Background: an optimization exercise with open tools, aiming at small area, a short achievable clock period and few clock cycles per item. Do not read the settings as production practice. At most, simulation tests tie the RTL to the original design; equivalence was not proved. The clock input has no modelled driver; a real chip could not lean on it and would need a root buffer or a full tree. Power and IR drop assume default switching activity.

==> inputs of run P <==
// IOTDF
module IOTDF( clk, rst, in_en, iot_in, fn_sel, busy, valid, iot_out);
==> module IOTDF, before the edit <==
module IOTDF( clk, rst, in_en, iot_in, fn_sel, busy, valid, iot_out);
    input          clk;
    input          rst;
    input          in_en;
    input  [7:0]   iot_in;
    input  [2:0]   fn_sel;
    output         busy;
    output         valid;
    output [127:0] iot_out;
    reg  [3:0]   cnt;       
    reg  [7:0]   d0;        
    reg  [7:0]   d1;        
    reg  [11:0]  s;         
    reg          first;     
    reg          g_sel;     
    reg          f_sel;     
    reg          last;      
    reg          o_valid;
    reg  [127:0] o_data;
    assign busy    = 1'b0;
    assign valid   = o_valid;
    assign iot_out = o_data;
    wire start = (cnt == 4'd0);
    wire [5:0] fs = d0[7:2] ^ d0[5:0] ^ s[7:2];
    wire [5:0] fc = (d0[7:2] & d0[5:0]) | (d0[7:2] & s[7:2]) | (d0[5:0] & s[7:2]);
    wire [1:0] hs = d0[7:6] ^ s[9:8];
    wire [1:0] hc = d0[7:6] & s[9:8];
    wire [11:0] tp = {s[11:10], hs, fs, d0[1:0]};
    wire [11:0] tq = {1'b0, hc, fc, 1'b0, s[1:0]};
    wire [11:0] t   = tp + tq;
    wire [7:0]  fir = t[11:4];
    wire [4:0] us = d0[7:3] ^ d0[4:0] ^ d1[6:2];
    wire [4:0] uc = (d0[7:3] & d0[4:0]) | (d0[7:3] & d1[6:2]) | (d0[4:0] & d1[6:2]);
    wire       hus = d0[5] ^ d1[7];
    wire       huc = d0[5] & d1[7];
    wire [11:0] up = {1'b0, d0[7:6], hus, us, d0[2:0]};
    wire [11:0] uq = {2'b00, huc, uc, 1'b1, d1[1:0], 1'b0};
    wire [11:0] s_nxt = up + uq;
    wire        p = o_data[0] & ~first;
    reg  [7:0]  gray;
    integer i;
    always @(*) begin
        gray[7] = p ^ d0[7];
        for (i = 6; i >= 0; i = i - 1) gray[i] = gray[i+1] ^ d0[i];
    end
    wire [7:0] res = ({8{g_sel}} & gray) | ({8{f_sel}} & fir);
    always @(posedge clk) begin
        d0    <= iot_in;
        d1    <= start ? 8'd0 : d0;
        s     <= start ? 12'd8 : s_nxt;
        first <= start;
        g_sel <= (fn_sel == 3'b001);
        f_sel <= (fn_sel == 3'b010);
        o_data <= {o_data[119:0], res};
        if (rst) begin
            cnt     <= 4'd0;
            last    <= 1'b0;
            o_valid <= 1'b0;
        end else begin
            if (in_en) cnt <= cnt + 4'd1;
            last    <= in_en & (cnt == 4'd15);
            o_valid <= last;
        end
    end
endmodule
==> flow/config.mk <==
export PLATFORM = sky130hd
export DESIGN_NAME = IOTDF
export DESIGN_NICKNAME = IOTDF
export VERILOG_FILES = /design/flow/design.v
export SDC_FILE = /design/flow/constraint.sdc
export NUM_CORES = 4
export LEC_CHECK = 0
export ABC_CLOCK_PERIOD_IN_PS = 2000
export CAP_MARGIN = 20
export CORE_AREA = 2.3 2.72 109.02 108.8
export DIE_AREA = 0 0 111.405 111.405
export GPL_TIMING_DRIVEN = 1
export SETUP_SLACK_MARGIN = 3.45
export SLEW_MARGIN = 20
==> flow/constraint.sdc <==
create_clock -name core_clock -period 5.5 [get_ports {clk}]
set_input_delay 1.1000 -clock core_clock [delete_from_list [all_inputs] [get_ports {clk}]]
set_output_delay 1.1000 -clock core_clock [all_outputs]
set_load 0.01 [all_outputs]
standard.sh (not shown) runs the stock make flow with config.mk's settings and CLKGATE_MAP_FILE= SYNTH_SCRIPT=/design/flow/synth_recipe.tcl, a recipe that flattens the netlist after the stock synthesis.
==> flow/flow/run.sh <==
#!/bin/bash
# The standard ORFS layout with two changes:
#  - synthesis maps all logic with ABC under a delay target (map -D) instead of
#    extracting full/half adder cells first (ADDER_MAP_FILE empty); sizing and
#    buffering are left to OpenROAD's repair steps;
#  - the port buffers are the smallest buffer, buf_1.
# Everything else (synthesis script, floorplan, placement, CTS, routing) is the
# standard flow. Each step's output goes to a log file in this folder.
set -euo pipefail
D=${ABC_D:-1400}
rm -rf scripts_synth
cp -r "$FLOW_HOME/scripts" scripts_synth
cat > scripts_synth/abc_speed.script <<EOS
strash
dch
map -D $D
topo
EOS
bash standard.sh SCRIPTS_DIR="$PWD/scripts_synth" ADDER_MAP_FILE= synth > synth.log 2>&1
bash standard.sh BUFFER_PORTS_ARGS="-buffer_cell sky130_fd_sc_hd__buf_1" CTS_ARGS="-sink_clustering_enable -repair_clock_nets -dont_use_dummy_load -sink_clustering_size 40 -sink_clustering_max_diameter 80 -root_buf sky130_fd_sc_hd__clkbuf_16 -buf_list {sky130_fd_sc_hd__clkbuf_4 sky130_fd_sc_hd__clkbuf_8}" finish > layout.log 2>&1
==> inputs of run H, as changes to run P <==
--- a/flow/design.v
+++ b/flow/design.v
@@ -22,21 +22,9 @@
     assign valid   = o_valid;
     assign iot_out = o_data;
     wire start = (cnt == 4'd0);
-    wire [5:0] fs = d0[7:2] ^ d0[5:0] ^ s[7:2];
-    wire [5:0] fc = (d0[7:2] & d0[5:0]) | (d0[7:2] & s[7:2]) | (d0[5:0] & s[7:2]);
-    wire [1:0] hs = d0[7:6] ^ s[9:8];
-    wire [1:0] hc = d0[7:6] & s[9:8];
-    wire [11:0] tp = {s[11:10], hs, fs, d0[1:0]};
-    wire [11:0] tq = {1'b0, hc, fc, 1'b0, s[1:0]};
-    wire [11:0] t   = tp + tq;
+    wire [11:0] t   = {4'd0, d0} * 12'd5 + s;
     wire [7:0]  fir = t[11:4];
-    wire [4:0] us = d0[7:3] ^ d0[4:0] ^ d1[6:2];
-    wire [4:0] uc = (d0[7:3] & d0[4:0]) | (d0[7:3] & d1[6:2]) | (d0[4:0] & d1[6:2]);
-    wire       hus = d0[5] ^ d1[7];
-    wire       huc = d0[5] & d1[7];
-    wire [11:0] up = {1'b0, d0[7:6], hus, us, d0[2:0]};
-    wire [11:0] uq = {2'b00, huc, uc, 1'b1, d1[1:0], 1'b0};
-    wire [11:0] s_nxt = up + uq;
+    wire [11:0] s_nxt = {4'd0, d0} * 12'd9 + {4'd0, d1} * 12'd2 + 12'd8;
     wire        p = o_data[0] & ~first;
     reg  [7:0]  gray;
     integer i;
==> flow/run.sh (new file) <==
#!/bin/bash
# synth_recipe.tcl (not shown) runs the flow's synth.tcl, then flattens the netlist and writes it again
# the make line also repeats each setting of config.mk as NAME=value (left out here)
make -C /OpenROAD-flow-scripts/flow DESIGN_CONFIG=/design/flow/config.mk WORK_HOME=/design/flow/orfs CLKGATE_MAP_FILE= SYNTH_SCRIPT=/design/flow/synth_recipe.tcl finish
Settings changed: CORE_AREA 2.3 2.72 109.02 108.8 to not set, CORE_MARGIN set to 2, CORE_UTILIZATION set to 40, DIE_AREA 0 0 111.405 111.405 to not set, GPL_TIMING_DRIVEN 1 to not set, SETUP_SLACK_MARGIN 3.45 to 3.3.
removed: flow/flow/run.sh
removed: flow/standard.sh
==> inputs of run D, as changes to run P <==
--- a/flow/flow/run.sh
+++ b/flow/flow/run.sh
@@ -1,10 +1,12 @@
 #!/bin/bash
-# The standard ORFS layout with two changes:
+# The standard ORFS layout with three changes:
 #  - synthesis maps all logic with ABC under a delay target (map -D) instead of
 #    extracting full/half adder cells first (ADDER_MAP_FILE empty); sizing and
 #    buffering are left to OpenROAD's repair steps;
-#  - the port buffers are the smallest buffer, buf_1.
-# Everything else (synthesis script, floorplan, placement, CTS, routing) is the
+#  - the port buffers are the smallest buffer, buf_1;
+#  - CTS uses clkbuf_4/clkbuf_8 for the tree under a clkbuf_16 root and
+#    inserts no dummy loads.
+# Everything else (synthesis script, floorplan, placement, routing) is the
 # standard flow. Each step's output goes to a log file in this folder.
 set -euo pipefail
 D=${ABC_D:-1400}
Settings changed: CORE_AREA 2.3 2.72 109.02 108.8 to 2.3 2.72 97.65 97.45, DIE_AREA 0 0 111.405 111.405 to 0 0 100.05 100.05, GPL_TIMING_DRIVEN 1 to not set.
==> notes <==
- Of run P and run H, run H has the higher count of clock-buffer cells in the layout (gap 4).
- Cell area: run P is lower than run H (about 18%).
- Combinational power: run H > run D > run P.
- Utilization, lowest first: run P, run H, run D.
- Between run P and run H, the lower final cell count is in run H (gap about 5%, measured against run H).
- In sequential cell count, run P and run D do not differ.
- Critical path depth is the same in run D and run H.
Testbench counts of run P, summed over its fixed seeds: cycles 38,424, blocks 2,400.
Testbench counts of run D, summed over its fixed seeds: cycles 38,424, blocks 2,400.
The RTL of run H was laid out without a check of its function.

* * *

==> inputs of v13 <==
==> flow/design.v <==
`timescale 1ns/10ps
module IOTDF( clk, rst, in_en, iot_in, fn_sel, busy, valid, iot_out);
    input          clk;
    input          rst;
    input          in_en;
    input  [7:0]   iot_in;
    input  [2:0]   fn_sel;
    output         busy;
    output         valid;
    output [127:0] iot_out;
    reg  [3:0]   cnt;       
    reg  [7:0]   d0;        
    reg  [7:0]   d1;        
    reg  [11:0]  s;         
    reg          first;     
    reg          g_sel;     
    reg          f_sel;     
    reg          last;      
    reg          o_valid;
    reg  [127:0] o_data;
    assign busy    = 1'b0;
    assign valid   = o_valid;
    assign iot_out = o_data;
    wire start = (cnt == 4'd0);
    wire [5:0] fs = d0[7:2] ^ d0[5:0] ^ s[7:2];
    wire [5:0] fc = (d0[7:2] & d0[5:0]) | (d0[7:2] & s[7:2]) | (d0[5:0] & s[7:2]);
    wire [1:0] hs = d0[7:6] ^ s[9:8];
    wire [1:0] hc = d0[7:6] & s[9:8];
    wire [11:0] tp = {s[11:10], hs, fs, d0[1:0]};
    wire [11:0] tq = {1'b0, hc, fc, 1'b0, s[1:0]};
    wire [11:0] t   = tp + tq;
    wire [7:0]  fir = t[11:4];
    wire [4:0] us = d0[7:3] ^ d0[4:0] ^ d1[6:2];
    wire [4:0] uc = (d0[7:3] & d0[4:0]) | (d0[7:3] & d1[6:2]) | (d0[4:0] & d1[6:2]);
    wire       hus = d0[5] ^ d1[7];
    wire       huc = d0[5] & d1[7];
    wire [11:0] up = {1'b0, d0[7:6], hus, us, d0[2:0]};
    wire [11:0] uq = {2'b00, huc, uc, 1'b1, d1[1:0], 1'b0};
    wire [11:0] s_nxt = up + uq;
    wire        p = o_data[0] & ~first;
    reg  [7:0]  gray;
    integer i;
    always @(*) begin
        gray[7] = p ^ d0[7];
        for (i = 6; i >= 0; i = i - 1) gray[i] = gray[i+1] ^ d0[i];
    end
    wire [7:0] res = ({8{g_sel}} & gray) | ({8{f_sel}} & fir);
    always @(posedge clk) begin
        d0    <= iot_in;
        d1    <= start ? 8'd0 : d0;
        s     <= start ? 12'd8 : s_nxt;
        first <= start;
        g_sel <= (fn_sel == 3'b001);
        f_sel <= (fn_sel == 3'b010);
        o_data <= {o_data[119:0], res};
        if (rst) begin
            cnt     <= 4'd0;
            last    <= 1'b0;
            o_valid <= 1'b0;
        end else begin
            if (in_en) cnt <= cnt + 4'd1;
            last    <= in_en & (cnt == 4'd15);
            o_valid <= last;
        end
    end
endmodule
==> flow/flow/run.sh <==
#!/bin/bash
# The standard ORFS layout with two changes:
#  - synthesis maps all logic with ABC under a delay target (map -D) instead of
#    extracting full/half adder cells first (ADDER_MAP_FILE empty); sizing and
#    buffering are left to OpenROAD's repair steps;
#  - the port buffers are the smallest buffer, buf_1.
# Everything else (synthesis script, floorplan, placement, CTS, routing) is the
# standard flow. Each step's output goes to a log file in this folder.
set -euo pipefail
D=${ABC_D:-1400}
rm -rf scripts_synth
cp -r "$FLOW_HOME/scripts" scripts_synth
cat > scripts_synth/abc_speed.script <<EOS
strash
dch
map -D $D
topo
EOS
bash standard.sh SCRIPTS_DIR="$PWD/scripts_synth" ADDER_MAP_FILE= synth > synth.log 2>&1
bash standard.sh BUFFER_PORTS_ARGS="-buffer_cell sky130_fd_sc_hd__buf_1" CTS_ARGS="-sink_clustering_enable -repair_clock_nets -dont_use_dummy_load -sink_clustering_size 40 -sink_clustering_max_diameter 80" finish > layout.log 2>&1
==> flow/standard.sh <==
#!/bin/bash
# synth_recipe.tcl (not shown) runs the flow's synth.tcl, then flattens the netlist and writes it again
# the make line also repeats each setting of config.mk as NAME=value (left out here)
make -C /OpenROAD-flow-scripts/flow DESIGN_CONFIG=/design/flow/config.mk WORK_HOME=/design/flow/orfs CLKGATE_MAP_FILE= SYNTH_SCRIPT=/design/flow/synth_recipe.tcl "${@:-finish}"
==> flow/config.mk <==
export PLATFORM = sky130hd
export DESIGN_NAME = IOTDF
export DESIGN_NICKNAME = IOTDF
export VERILOG_FILES = /design/flow/design.v
export SDC_FILE = /design/flow/constraint.sdc
export NUM_CORES = 4
export LEC_CHECK = 0
export ABC_CLOCK_PERIOD_IN_PS = 2000
export CAP_MARGIN = 20
export CORE_MARGIN = 2
export CORE_UTILIZATION = 40
export SETUP_SLACK_MARGIN = 3.3
export SLEW_MARGIN = 20
==> flow/constraint.sdc <==
create_clock -name core_clock -period 5.5 [get_ports {clk}]
set_input_delay 1.1000 -clock core_clock [delete_from_list [all_inputs] [get_ports {clk}]]
set_output_delay 1.1000 -clock core_clock [all_outputs]
set_load 0.01 [all_outputs]
==> inputs of v25, as changes to v13 <==
==> flow/flow/run.sh (replaced) <==
#!/bin/bash
# The standard ORFS layout with three changes:
#  - synthesis maps all logic with ABC under a delay target (map -D) instead of
#    extracting full/half adder cells first (ADDER_MAP_FILE empty); sizing and
#    buffering are left to OpenROAD's repair steps;
#  - the port buffers are the smallest buffer, buf_1;
#  - the clock tree is two levels of clock buffers (flow/clock_tree.tcl,
#    run as ORFS's PRE_CTS_TCL hook) instead of TritonCTS's two-level H-tree.
# Everything else (synthesis script, floorplan, placement, the repair steps in
# CTS, routing) is the standard flow. Each step's output goes to a log file in
# this folder.
set -euo pipefail
D=${ABC_D:-1400}
rm -rf scripts_synth
cp -r "$FLOW_HOME/scripts" scripts_synth
cat > scripts_synth/abc_speed.script <<EOS
strash
dch
map -D $D
topo
EOS
bash standard.sh SCRIPTS_DIR="$PWD/scripts_synth" ADDER_MAP_FILE= synth > synth.log 2>&1
bash standard.sh BUFFER_PORTS_ARGS="-buffer_cell sky130_fd_sc_hd__buf_1" PRE_CTS_TCL="$PWD/flow/clock_tree.tcl" finish > layout.log 2>&1
==> flow/flow/clock_tree.tcl (new file) <==
set nleaf [expr {[info exists ::env(CLOCK_TREE_LEAVES)] ? $::env(CLOCK_TREE_LEAVES) : 20}]
set nroot [expr {[info exists ::env(CLOCK_TREE_ROOTS)] ? $::env(CLOCK_TREE_ROOTS) : 4}]
set leaf_cell [expr {[info exists ::env(CLOCK_TREE_LEAF_CELL)] ? $::env(CLOCK_TREE_LEAF_CELL) : "sky130_fd_sc_hd__clkbuf_4"}]
set root_cell [expr {[info exists ::env(CLOCK_TREE_ROOT_CELL)] ? $::env(CLOCK_TREE_ROOT_CELL) : "sky130_fd_sc_hd__clkbuf_8"}]
set block [ord::get_db_block]
set db [ord::get_db]
set clknet [$block findNet clk]
if {$clknet eq "NULL"} { error "clock net clk not found" }

proc center {inst} {
  set bb [$inst getBBox]
  return [list [expr {([$bb xMin] + [$bb xMax]) / 2}] [expr {([$bb yMin] + [$bb yMax]) / 2}]]
}

# split a list of {item x y} into n groups of nearly equal size: halve along
# the longer side of the group's bounding box, recursively
proc split_items {items n} {
  if {$n <= 1} { return [list $items] }
  set xs [lmap s $items {lindex $s 1}]
  set ys [lmap s $items {lindex $s 2}]
  set w [expr {[tcl::mathfunc::max {*}$xs] - [tcl::mathfunc::min {*}$xs]}]
  set h [expr {[tcl::mathfunc::max {*}$ys] - [tcl::mathfunc::min {*}$ys]}]
  set idx [expr {$w >= $h ? 1 : 2}]
  set sorted [lsort -integer -index $idx $items]
  set n1 [expr {$n / 2}]
  set k [expr {int(round([llength $sorted] * double($n1) / $n))}]
  return [concat [split_items [lrange $sorted 0 [expr {$k - 1}]] $n1] \
                 [split_items [lrange $sorted $k end] [expr {$n - $n1}]]]
}

# one buffer driving a group of {iterm x y}, placed at the group's centroid
proc drive_group {block master name group} {
  set sx 0; set sy 0
  foreach s $group { incr sx [lindex $s 1]; incr sy [lindex $s 2] }
  set cx [expr {$sx / [llength $group]}]
  set cy [expr {$sy / [llength $group]}]
  set buf [odb::dbInst_create $block $master $name]
  set net [odb::dbNet_create $block "${name}_net"]
  $net setSigType CLOCK
  foreach s $group {
    set it [lindex $s 0]
    $it disconnect
    $it connect $net
  }
  [$buf findITerm X] connect $net
  $buf setLocation [expr {$cx - [$master getWidth] / 2}] [expr {$cy - [$master getHeight] / 2}]
  $buf setPlacementStatus PLACED
  puts "clock_tree.tcl: $name drives [llength $group] pins at ([expr {$cx / 1000.0}], [expr {$cy / 1000.0}])"
  return [list [$buf findITerm A] $cx $cy]
}

set sinks {}
foreach it [$clknet getITerms] {
  lappend sinks [concat [list $it] [center [$it getInst]]]
}
puts "clock_tree.tcl: [llength $sinks] sinks, $nroot roots, $nleaf leaves"

set leaf_master [$db findMaster $leaf_cell]
set root_master [$db findMaster $root_cell]
set leaves {}
set i 0
foreach g [split_items $sinks $nleaf] {
  set a [drive_group $block $leaf_master "clkbuf_leaf_$i" $g]
  [lindex $a 0] connect $clknet
  lappend leaves $a
  incr i
}
set i 0
foreach g [split_items $leaves $nroot] {
  set a [drive_group $block $root_master "clkbuf_root_$i" $g]
  [lindex $a 0] connect $clknet
  incr i
}
$clknet setSigType CLOCK

# cts.tcl calls clock_tree_synthesis next: the tree is built, so only switch
# timing to the propagated clock that the built tree now carries.
rename clock_tree_synthesis tritoncts_clock_tree_synthesis
proc clock_tree_synthesis {args} {
  puts "clock_tree.tcl: clock tree built before CTS; TritonCTS skipped"
  set_propagated_clock [all_clocks]
}
--- a/flow/config.mk
+++ b/flow/config.mk
@@ -8,6 +8,6 @@
 export ABC_CLOCK_PERIOD_IN_PS = 2000
 export CAP_MARGIN = 20
-export CORE_MARGIN = 2
-export CORE_UTILIZATION = 40
-export SETUP_SLACK_MARGIN = 3.3
+export CORE_AREA = 2.3 2.72 109.02 108.8
+export DIE_AREA = 0 0 111.405 111.405
+export SETUP_SLACK_MARGIN = 3.45
 export SLEW_MARGIN = 20
==> comparison <==
- v25 went through all stages and came out clean. v13 ran to the end with no violations.
- Synthesized cell count is the same in v25 and v13.
- Between v13 and v25, the lower total power is in v25 (gap 12%, measured against v25).
- In sequential power, v13 and v25 hardly differ.
- Hold slack: v13 is lower than v25 (0.013 ns).
- Of v25 and v13, v25 has the higher register-to-register slack (gap 0.07 ns).
- Between v25 and v13, the lower cell count is in v13 (gap 3.0%, measured against v13).
- Die area is the same in v13 and v25.
Testbench counts of v13, summed over its fixed seeds: cycles 38,424, blocks 2,400.
Testbench counts of v25, summed over its fixed seeds: cycles 38,424, blocks 2,400.
The clock cells of v25 come from the design's own scripts or RTL, not from TritonCTS.

-- port drivers added, routing unchanged --
The flow's constraints put no driver on any port. The routed layouts listed below were extracted and timed again, unchanged, in two steps. Step 1 sets driving cells, clkbuf_16 on the clock port and buf_2 on the other inputs (assumed; they add their load-dependent delay and slew). Step 2, shift: input delay + t, output delay - t, t = (earliest + latest rising clock arrival at the registers) / 2. This alone moves slack from input paths to output paths. Three values: ideal, step 1, step 2; two values: the first two.
run	shift t [ns]	slack for setup (ns)	clock arrival spread, ns
run P	0.387	3.499 / 3.471 / 3.499	0.032 / 0.031
run H	0.449	2.578 / 2.578 / 2.578	0.008 / 0.008
run D	0.387	3.398 / 3.398 / 3.398	0.036 / 0.036
v13	0.441	3.355 / 3.355 / 3.355	0.021 / 0.022
v25	0.357	3.422 / 3.422 / 3.422	0.033 / 0.032
After both steps setup and hold are still met in every run listed.
